From an optimization exercise on the open Yosys and OpenROAD flow, aimed at small area, a short achievable clock period and few clock cycles; shortcuts taken in it are not production practice.
Where RTL was checked, it was by simulation tests only, not by an equivalence proof against the original.
Power and IR drop assume default switching activity.

==> run M <==
// cpu_v
module  cpu_v(wire_clock, wire_reset, bus_RAM_DATA_IN,bus_RAM_DATA_OUT,bus_RAM_ADDRESS,wire_RW, bus_keyboard, videoflag, bus_vga_pos, bus_vga_char,data_debug, led);
Settings: LEC_CHECK=0, CAP_MARGIN=20, CORE_MARGIN=2, CORE_UTILIZATION=40, SLEW_MARGIN=20; clock period 32.0 ns.
run.sh (not shown) runs the stock make flow with config.mk's settings and CLKGATE_MAP_FILE= SYNTH_SCRIPT=/design/flow/synth_recipe.tcl, a recipe that flattens the netlist after the stock synthesis.
==> run B: changes against run M <==
==> flow/flow/run.sh (new file) <==
#!/bin/bash
set -e
cat >> config.mk <<EOC
export SETUP_SLACK_MARGIN = 22
EOC
bash standard.sh > standard.log 2>&1
==> flow/standard.sh (new file) <==
#!/bin/bash
# synth_recipe.tcl (not shown) runs the flow's synth.tcl, then flattens the netlist and writes it again
# the make line also repeats each setting of config.mk as NAME=value (left out here)
make -C /OpenROAD-flow-scripts/flow DESIGN_CONFIG=/design/flow/config.mk WORK_HOME=/design/flow/orfs CLKGATE_MAP_FILE= SYNTH_SCRIPT=/design/flow/synth_recipe.tcl "${@:-finish}"
--- a/flow/config.mk
+++ b/flow/config.mk
@@ -11 +11,2 @@
 export SLEW_MARGIN = 20
+export SETUP_SLACK_MARGIN = 22
removed: flow/run.sh
==> notes <==
Against run M, the combinational power of run B is larger by about 28%.
In run B the core utilization is higher than in run M, by 8.7 points.
Against run B, the power of run M is lower by 13%.
In clock-buffer cell count, run B and run M do not differ.
Between run B and run M, the lower cell count is in run M (gap 7.8%, measured against run M).
Between run M and run B, the lower via count is in run M (gap about 7%, measured against run B).
Of run B and run M, run M has the higher sequential share of layout area (gap 3.7 points).
==> figures <==
                                                                 run M         run B
Non-CTS buffers                                                    219           528
Status                                no timing/DRC/antenna violations  no timing/DRC/antenna violations
Pre-Repair DR Iteration Count                                        7             9
Max rail drop VDD                                         0.00005039 V  0.00004610 V
Internal power of the cells                                0.0007297 W   0.0008479 W
Routability congestion estimate from global placement            1.076         1.106
Transition time at the pin with the least slew margin         1.272 ns      1.387 ns
Power spent charging and discharging nets                  0.0006426 W   0.0007218 W
Cells resized by post-CTS repair                                     0           640
Wirelength, routed                                           144900 um     158200 um
Met3 usage in global routing                                    16.00%        18.03%
Minimum period implied by the final worst setup slack         12.87 ns      10.65 ns
Fmax                                                         77.68 MHz     93.92 MHz
Startpoint of the lowest-slack register-to-register path     cu.IR[13]     cu.IR[14]
WP depth                                                            15            16
Testbench counts of run M, summed over its fixed seeds: cycles 119,277.
Testbench counts of run B, summed over its fixed seeds: cycles 119,277.

* * *

==> v13: inputs <==
==> flow/design.v <==
module alu_v(x, n, mode, y);
   input  wire [15:0] x;
   input  wire [4:0]  n;
   input  wire [1:0]  mode;
   output reg  [15:0] y;
   wire       rmode = (mode == 2'b01);
   wire [3:0] amt = rmode ? (4'd0 - n[3:0]) : n[3:0];
   wire [15:0] s0 = amt[0] ? {x[14:0],  x[15]}    : x;
   wire [15:0] s1 = amt[1] ? {s0[13:0], s0[15:14]} : s0;
   wire [15:0] s2 = amt[2] ? {s1[11:0], s1[15:12]} : s1;
   wire [15:0] rot = amt[3] ? {s2[7:0],  s2[15:8]}  : s2;
   reg [15:0] mhi, mle, mr;
   integer j;
   always @* begin
      for (j = 0; j < 16; j = j + 1) begin
         mhi[j] = (j >= n);
         mle[j] = (j <= n);
         mr[j]  = (j + n <= 15);
      end
      case (mode)
        2'b00: y = rot & mhi;
        2'b01: y = rot & mr;
        2'b10: y = (rot & mhi) | ({rot[14:0], rot[15]} & mle);
        default: y = rot;
      endcase
   end
endmodule
module control_unit_v(clk, rst, din, dout, addr, rw, kb, vf, vpos, vchar);
   input  wire        clk;
   input  wire        rst;
   input  wire [15:0] din;
   output wire [15:0] dout;
   output wire [15:0] addr;
   output reg         rw;
   input  wire [7:0]  kb;
   output reg         vf;
   output wire [15:0] vpos;
   output wire [15:0] vchar;
   reg [15:0] R0, R1, R2, R3, R4, R5, R6, R7;
   reg [15:0] PC, SP, FR, IR;
   reg [15:0] T;         
   reg [15:0] Q;         
   reg        ex;        
   reg        ph;        
   reg        it;        
   reg        ov;        
   reg [3:0]  cnt;       
   reg [7:0]  xoh, yoh;  
   reg [5:0]  asel;      
   reg [3:0]  dsel;      
   wire [5:0] op = IR[15:10];
   wire [2:0] ra = IR[9:7];
   wire isLOADN  = op == 6'b111000;
   wire isLOAD   = op == 6'b110000;
   wire isSTORE  = op == 6'b110001;
   wire isLOADI  = op == 6'b111100;
   wire isSTOREI = op == 6'b111101;
   wire isMOV    = op == 6'b110011;
   wire isOUT    = op == 6'b110010;
   wire isIN     = op == 6'b110101;
   wire isPUSH   = op == 6'b000101;
   wire isPOP    = op == 6'b000110;
   wire isRTS    = op == 6'b000100;
   wire isJMP    = op == 6'b000010;
   wire isCALL   = op == 6'b000011;
   wire isADD    = op == 6'b100000;
   wire isSUB    = op == 6'b100001;
   wire isMUL    = op == 6'b100010;
   wire isDIV    = op == 6'b100011;
   wire isMOD    = op == 6'b100101;
   wire isINC    = op == 6'b100100;
   wire isCMP    = op == 6'b010110;
   wire isAND    = op == 6'b010010;
   wire isOR     = op == 6'b010011;
   wire isXOR    = op == 6'b010100;
   wire isNOT    = op == 6'b010101;
   wire isSH     = op == 6'b010000;
   wire isDM   = isDIV | isMOD;
   wire isMD   = isMUL | isDM;
   wire isLOG  = isAND | isOR | isXOR | isNOT;
   wire isMEM  = isLOADN | isLOAD | isSTORE | isLOADI | isSTOREI | isPUSH | isPOP | isRTS | isJMP | isCALL;
   reg [15:0] X, Y;
   integer    k;
   always @* begin
      X = 16'h0000;
      Y = 16'h0000;
      for (k = 0; k < 16; k = k + 1) begin
         X[k] = (xoh[0] & R0[k]) | (xoh[1] & R1[k]) | (xoh[2] & R2[k]) | (xoh[3] & R3[k]) |
                (xoh[4] & R4[k]) | (xoh[5] & R5[k]) | (xoh[6] & R6[k]) | (xoh[7] & R7[k]);
         Y[k] = (yoh[0] & R0[k]) | (yoh[1] & R1[k]) | (yoh[2] & R2[k]) | (yoh[3] & R3[k]) |
                (yoh[4] & R4[k]) | (yoh[5] & R5[k]) | (yoh[6] & R6[k]) | (yoh[7] & R7[k]);
      end
   end
   reg cond;
   always @* begin
      case (IR[9:6])
        4'b0000: cond = 1'b1;
        4'b0001: cond = FR[13];
        4'b0010: cond = ~FR[13];
        4'b0011: cond = FR[12];
        4'b0100: cond = ~FR[12];
        4'b0101: cond = FR[11];
        4'b0110: cond = ~FR[11];
        4'b0111: cond = FR[15];
        4'b1000: cond = FR[14];
        4'b1001: cond = FR[15] | FR[13];
        4'b1010: cond = FR[14] | FR[13];
        4'b1011: cond = FR[10];
        4'b1100: cond = ~FR[10];
        4'b1101: cond = FR[6];
        4'b1110: cond = FR[9];
        default: cond = 1'b0;
      endcase
   end
   wire        subm  = isSUB | isDM | isCMP;
   wire        kk    = isSUB & IR[0] & FR[11];
   reg  [4:0]  L;                                 
   integer     j;
   always @* begin
      L = 5'd0;
      for (j = 0; j < 16; j = j + 1)
        if (Y[j]) L = j + 1;
   end
   wire [3:0]  mcnt  = it ? cnt : ((L == 5'd0) ? 4'd0 : (L[3:0] - 4'd1));
   wire        mbit  = Y[mcnt];
   wire        xb    = X[cnt];
   wire        diter = isDM & it;
   reg  [15:0] A, B;
   reg         ci;
   always @* begin
      A  = X;
      B  = Y;
      ci = 1'b0;
      if (isMUL) begin
         A  = mbit ? X : 16'h0000;
         B  = it ? {T[14:0], 1'b0} : 16'h0000;
      end
      else if (diter) begin
         A  = T;
         B  = {1'b1, ~Y[15:1]};
         ci = xb | ~Y[0];
      end
      else if (subm) begin
         A  = X + {15'h0000, kk};
         B  = ~Y;
         ci = 1'b1;
      end
      else if (isINC) begin
         B  = {16{IR[6]}};
         ci = ~IR[6];
      end
      else ci = IR[0] & FR[11];
   end
   wire [16:0] S    = {1'b0, A} + {1'b0, B} + {16'h0000, ci};
   wire        zS   = (S[15:0] == 16'h0000);
   wire        lt   = ~S[16];
   wire [15:0] shres;
   alu_v shifter(.x(X), .n(isDM ? (5'd17 - L) : {1'b0, IR[3:0]}),
                 .mode(isDM ? 2'b01 : IR[6:5]), .y(shres));
   wire        movf  = (it & (ov | T[15])) | S[16];
   wire        dge   = S[16];
   wire [15:0] drem  = dge ? {S[14:0], xb ^ Y[0]} : {T[14:0], xb};
   wire [15:0] dquo  = {Q[14:0], dge};
   wire yzero   = (Y == 16'h0000);
   wire md_done = isMUL ? (mcnt == 4'd0) : (it ? (cnt == 4'd0) : (yzero | lt));
   reg [15:0] mdres;
   always @* begin
      if (isMUL) mdres = S[15:0];
      else if (it) mdres = isDIV ? dquo : drem;
      else if (isDIV | yzero) mdres = 16'h0000;
      else mdres = X;
   end
   reg [15:0] res;
   always @* begin
      if (isADD | isINC) res = S[15:0];
      else if (isSUB) res = lt ? 16'h0000 : S[15:0];
      else if (isAND) res = X & Y;
      else if (isOR)  res = X | Y;
      else if (isXOR) res = X ^ Y;
      else if (isNOT) res = ~X;
      else if (isSH)  res = shres;
      else if (isMD)  res = mdres;
      else if (isIN)  res = {8'h00, kb};
      else if (isMOV & (IR[1:0] == 2'b01)) res = SP;
      else res = Y;
   end
   wire zres = (res == 16'h0000);
   wire ldw  = isLOADN | isLOAD | isLOADI | isPOP;    
   wire [15:0] wd = ldw ? din : res;
   wire simple  = ~isMEM & ~isMD;
   wire fetch   = ~ex | simple | (isMD & md_done);
   wire memlast = isLOADN | isLOADI | isSTOREI | isPUSH | isPOP | isRTS | isJMP |
                  ((isLOAD | isSTORE | isCALL) & ph);
   wire we = ex & ((isADD | isSUB | isINC | isLOG | isSH | isIN) |
                   (isMOV & (IR[1:0] != 2'b11)) |
                   isLOADN | (isLOAD & ph) | isLOADI | (isPOP & ~IR[6]) |
                   (isMD & md_done));
   wire        ex_n = fetch | ~memlast;
   wire        ph_n = ex & (isLOAD | isSTORE | isCALL) & ~ph;
   wire [15:0] IR_n = fetch ? din : IR;
   wire [5:0]  op_n = IR_n[15:10];
   wire        bc_n = (op_n == 6'b100000) | (op_n == 6'b100001) | (op_n == 6'b100010) |
                      (op_n == 6'b100011) | (op_n == 6'b100101) | (op_n == 6'b010010) |
                      (op_n == 6'b010011) | (op_n == 6'b010100) | (op_n == 6'b010101);
   wire [2:0]  xs_n = bc_n ? IR_n[6:4] : IR_n[9:7];
   wire [2:0]  ys_n = bc_n ? IR_n[3:1] : IR_n[6:4];
   reg  [5:0]  asel_n;
   reg  [3:0]  dsel_n;
   reg         rw_n;
   always @* begin
      asel_n = 6'b000001;
      dsel_n = 4'b1000;
      rw_n   = 1'b0;
      if (ex_n) begin
         case (op_n)
           6'b110000: if (ph_n) asel_n = 6'b000010;                       
           6'b110001: if (ph_n) begin asel_n = 6'b000010; rw_n = 1'b1; end  
           6'b111100: asel_n = 6'b000100;                                 
           6'b111101: begin asel_n = 6'b001000; rw_n = 1'b1; dsel_n = 4'b0010; end  
           6'b000101: begin asel_n = 6'b010000; rw_n = 1'b1;              
                            if (IR_n[6]) dsel_n = 4'b0100; end
           6'b000110, 6'b000100: asel_n = 6'b100000;                      
           6'b000011: begin dsel_n = 4'b0001;                             
                            if (!ph_n) begin asel_n = 6'b010000; rw_n = 1'b1; end end
           default: ;
         endcase
      end
   end
   wire [15:0] SPp = SP + 16'h0001;
   assign addr = ({16{asel[0]}} & PC) | ({16{asel[1]}} & T) | ({16{asel[2]}} & Y) |
                 ({16{asel[3]}} & X)  | ({16{asel[4]}} & SP) | ({16{asel[5]}} & SPp);
   assign dout = ({16{dsel[0]}} & PC) | ({16{dsel[1]}} & Y) | ({16{dsel[2]}} & FR) |
                 ({16{dsel[3]}} & X);
   assign vpos = Y;
   assign vchar = {X[15:12], (X[11:8] == 4'h0) ? 4'hf : ((X[11:8] == 4'hf) ? 4'h0 : X[11:8]), X[7:0]};
   wire [15:0] PCp = PC + 16'h0001;
   always @(posedge clk) begin
      if (rst) begin
         ex <= 1'b0;
         ph <= 1'b0;
         it <= 1'b0;
         rw <= 1'b0;
         vf <= 1'b0;
         asel <= 6'b000001;
         PC <= 16'h0000;
         SP <= 16'h7ffc;
         FR <= 16'h0000;
         R1 <= 16'h0121;
         R3 <= 16'h0241;
      end
      else begin
         ex <= ex_n;
         ph <= ph_n;
         rw <= rw_n;
         vf <= ex_n & (op_n == 6'b110010);
         asel <= asel_n;
         dsel <= dsel_n;
         xoh <= 8'h01 << xs_n;
         yoh <= 8'h01 << ys_n;
         if (fetch) begin
            IR <= din;
            PC <= PCp;
         end
         else begin
            if (isLOADN | ((isLOAD | isSTORE) & ~ph)) PC <= PCp;
            if (isJMP | (isCALL & ph)) PC <= cond ? din : PCp;
            if (isRTS) PC <= din + 16'h0001;
         end
         if (ex & (isLOAD | isSTORE) & ~ph) T <= din;
         if (ex) begin
            if (isPUSH) SP <= SP - 16'h0001;
            if (isPOP | isRTS) SP <= SPp;
            if (isCALL & ph & cond) SP <= SP - 16'h0001;
            if (isMOV & (IR[1:0] == 2'b11)) SP <= X;
            if (isPOP & IR[6]) FR <= din;
            if (isADD) begin FR[11] <= S[16]; FR[12] <= zS; end
            if (isSUB) begin FR[6] <= lt; FR[12] <= zS; end
            if (isINC) FR[12] <= IR[6] & zS;
            if (isCMP) FR[15:13] <= zS ? 3'b001 : (lt ? 3'b010 : 3'b100);
            if (isLOG & zres) FR[12] <= 1'b1;
            if (isMD & md_done) begin
               FR[12] <= zres;
               if (isMUL) FR[10] <= movf;
               else FR[9] <= yzero;
            end
            if (isMD & ~md_done) begin
               it <= 1'b1;
               if (isMUL) begin
                  T <= S[15:0];
                  ov <= movf;
                  cnt <= mcnt - 4'd1;
               end
               else if (!it) begin
                  Q <= 16'h0000;
                  T <= shres;
                  cnt <= 4'd0 - L[3:0];
               end
               else begin
                  cnt <= cnt - 4'd1;
                  T <= drem;
                  Q <= dquo;
               end
            end
            else it <= 1'b0;
         end
         if (we) begin
            case (ra)
              3'd0: R0 <= wd; 3'd1: R1 <= wd; 3'd2: R2 <= wd; 3'd3: R3 <= wd;
              3'd4: R4 <= wd; 3'd5: R5 <= wd; 3'd6: R6 <= wd; default: R7 <= wd;
            endcase
         end
      end
   end
endmodule
module  cpu_v(wire_clock, wire_reset, bus_RAM_DATA_IN,bus_RAM_DATA_OUT,bus_RAM_ADDRESS,wire_RW, bus_keyboard, videoflag, bus_vga_pos, bus_vga_char,data_debug, led);
   input wire         wire_clock;
   input wire         wire_reset;
   input wire [15:0]  bus_RAM_DATA_IN;
   output wire [15:0]  bus_RAM_DATA_OUT;
   output wire [15:0]  bus_RAM_ADDRESS;
   output wire         wire_RW;
   input  wire [7:0]  bus_keyboard;
   output wire         videoflag;
   output wire [15:0]  bus_vga_pos;
   output wire [15:0]  bus_vga_char;
   output wire [15:0]  data_debug;
   output wire [15:0]  led;
   assign data_debug = 16'h0000;
   assign led = 16'h0000;
   control_unit_v cu(.clk(wire_clock), .rst(wire_reset), .din(bus_RAM_DATA_IN),
                     .dout(bus_RAM_DATA_OUT), .addr(bus_RAM_ADDRESS), .rw(wire_RW),
                     .kb(bus_keyboard), .vf(videoflag), .vpos(bus_vga_pos), .vchar(bus_vga_char));
endmodule
==> flow/flow/run.sh <==
#!/bin/bash
set -e
cat >> config.mk <<EOC
export SETUP_SLACK_MARGIN = 21
EOC
bash standard.sh > standard.log 2>&1
==> flow/standard.sh <==
#!/bin/bash
# synth_recipe.tcl (not shown) runs the flow's synth.tcl, then flattens the netlist and writes it again
# the make line also repeats each setting of config.mk as NAME=value (left out here)
make -C /OpenROAD-flow-scripts/flow DESIGN_CONFIG=/design/flow/config.mk WORK_HOME=/design/flow/orfs CLKGATE_MAP_FILE= SYNTH_SCRIPT=/design/flow/synth_recipe.tcl "${@:-finish}"
==> flow/config.mk <==
export PLATFORM = sky130hd
export DESIGN_NAME = cpu_v
export DESIGN_NICKNAME = cpu_v
export VERILOG_FILES = /design/flow/design.v
export SDC_FILE = /design/flow/constraint.sdc
export NUM_CORES = 4
export LEC_CHECK = 0
export CAP_MARGIN = 20
export CORE_MARGIN = 2
export CORE_UTILIZATION = 40
export SLEW_MARGIN = 20
export SETUP_SLACK_MARGIN = 21
==> flow/constraint.sdc <==
create_clock -name core_clock -period 32.0 [get_ports {wire_clock}]
set_input_delay 6.4000 -clock core_clock [delete_from_list [all_inputs] [get_ports {wire_clock}]]
set_output_delay 6.4000 -clock core_clock [all_outputs]
set_load 0.01 [all_outputs]
==> v36: changes against v13 <==
==> flow/run.sh (new file) <==
#!/bin/bash
# synth_recipe.tcl (not shown) runs the flow's synth.tcl, then flattens the netlist and writes it again
# the make line also repeats each setting of config.mk as NAME=value (left out here)
make -C /OpenROAD-flow-scripts/flow DESIGN_CONFIG=/design/flow/config.mk WORK_HOME=/design/flow/orfs CLKGATE_MAP_FILE= SYNTH_SCRIPT=/design/flow/synth_recipe.tcl finish
Settings changed: SETUP_SLACK_MARGIN 21 to not set.
removed: flow/flow/run.sh
removed: flow/standard.sh
==> run notes <==
Share of the core filled with cells: v36 0.449; v13 0.450
Maximum ir drop on the vdd rail: v36 0.0338 mV; v13 0.0333 mV
Status: v36 no timing/DRC/antenna violations; v13 no timing/DRC/antenna violations
Internal Dissipation: v36 0.698 mW; v13 0.698 mW
R2R Path Start: v36 cu.yoh[2]; v13 cu.yoh[1]
Sw Pwr: v36 0.473 mW; v13 0.474 mW
Clock group share of total power: v36 0.296; v13 0.295
Post-route cell area: v36 0.0249 mm^2; v13 0.0249 mm^2
Share of the final layout cell area in multi-input gates: v36 0.572; v13 0.573
Comb group: v36 0.424 mW; v13 0.426 mW
Clock transition at the register clock pins on the worst setup and hold paths after CTS: v36 0.06 ns; v13 0.07 ns
Actual transition at the worst max-transition pin: v36 1.11 ns; v13 1.16 ns
Ratio of cells with drive above 1 in the final layout: v36 0.0904; v13 0.0922
Wire length per cell after detailed routing: v36 35.2 um; v13 35.2 um
Reg2Reg Setup Slack: v36 20.88 ns; v13 21.30 ns
Startpoint of the worst setup timing path: v36 cu.yoh[2]; v13 cu.yoh[1]
Function was not checked in any run of this note: the RTL went through the layout flow alone.

separate check: timing with driven ports:
No port has a modelled driver above. Below, the same layouts with a new extraction and two added sets of constraints.
Step 1, drivers: a clkbuf_16 drives wire_clock and a buf_2 each remaining input, both assumed.
Step 2, shift: input delay + t, output delay - t, t = (earliest + latest rising clock arrival at the registers) / 2. This alone moves slack from input paths to output paths.
a / b / c = no drivers / after step 1 / after step 2; a / b = the first two.
run	shift t [ns]	setup slack, ns	worst setup path at the end	slew at the worst register clock pin (ns)
run M	0.693	19.126 / 19.061 / 19.754	register to output	0.07 / 0.07
run B	0.682	21.352 / 21.288 / 21.518	input to register	0.07 / 0.07
v13	0.654	21.301 / 21.287 / 21.301	register to register	0.07 / 0.07
v36	0.660	20.881 / 20.881 / 20.881	register to register	0.07 / 0.07
After both steps every run listed still meets setup and hold.
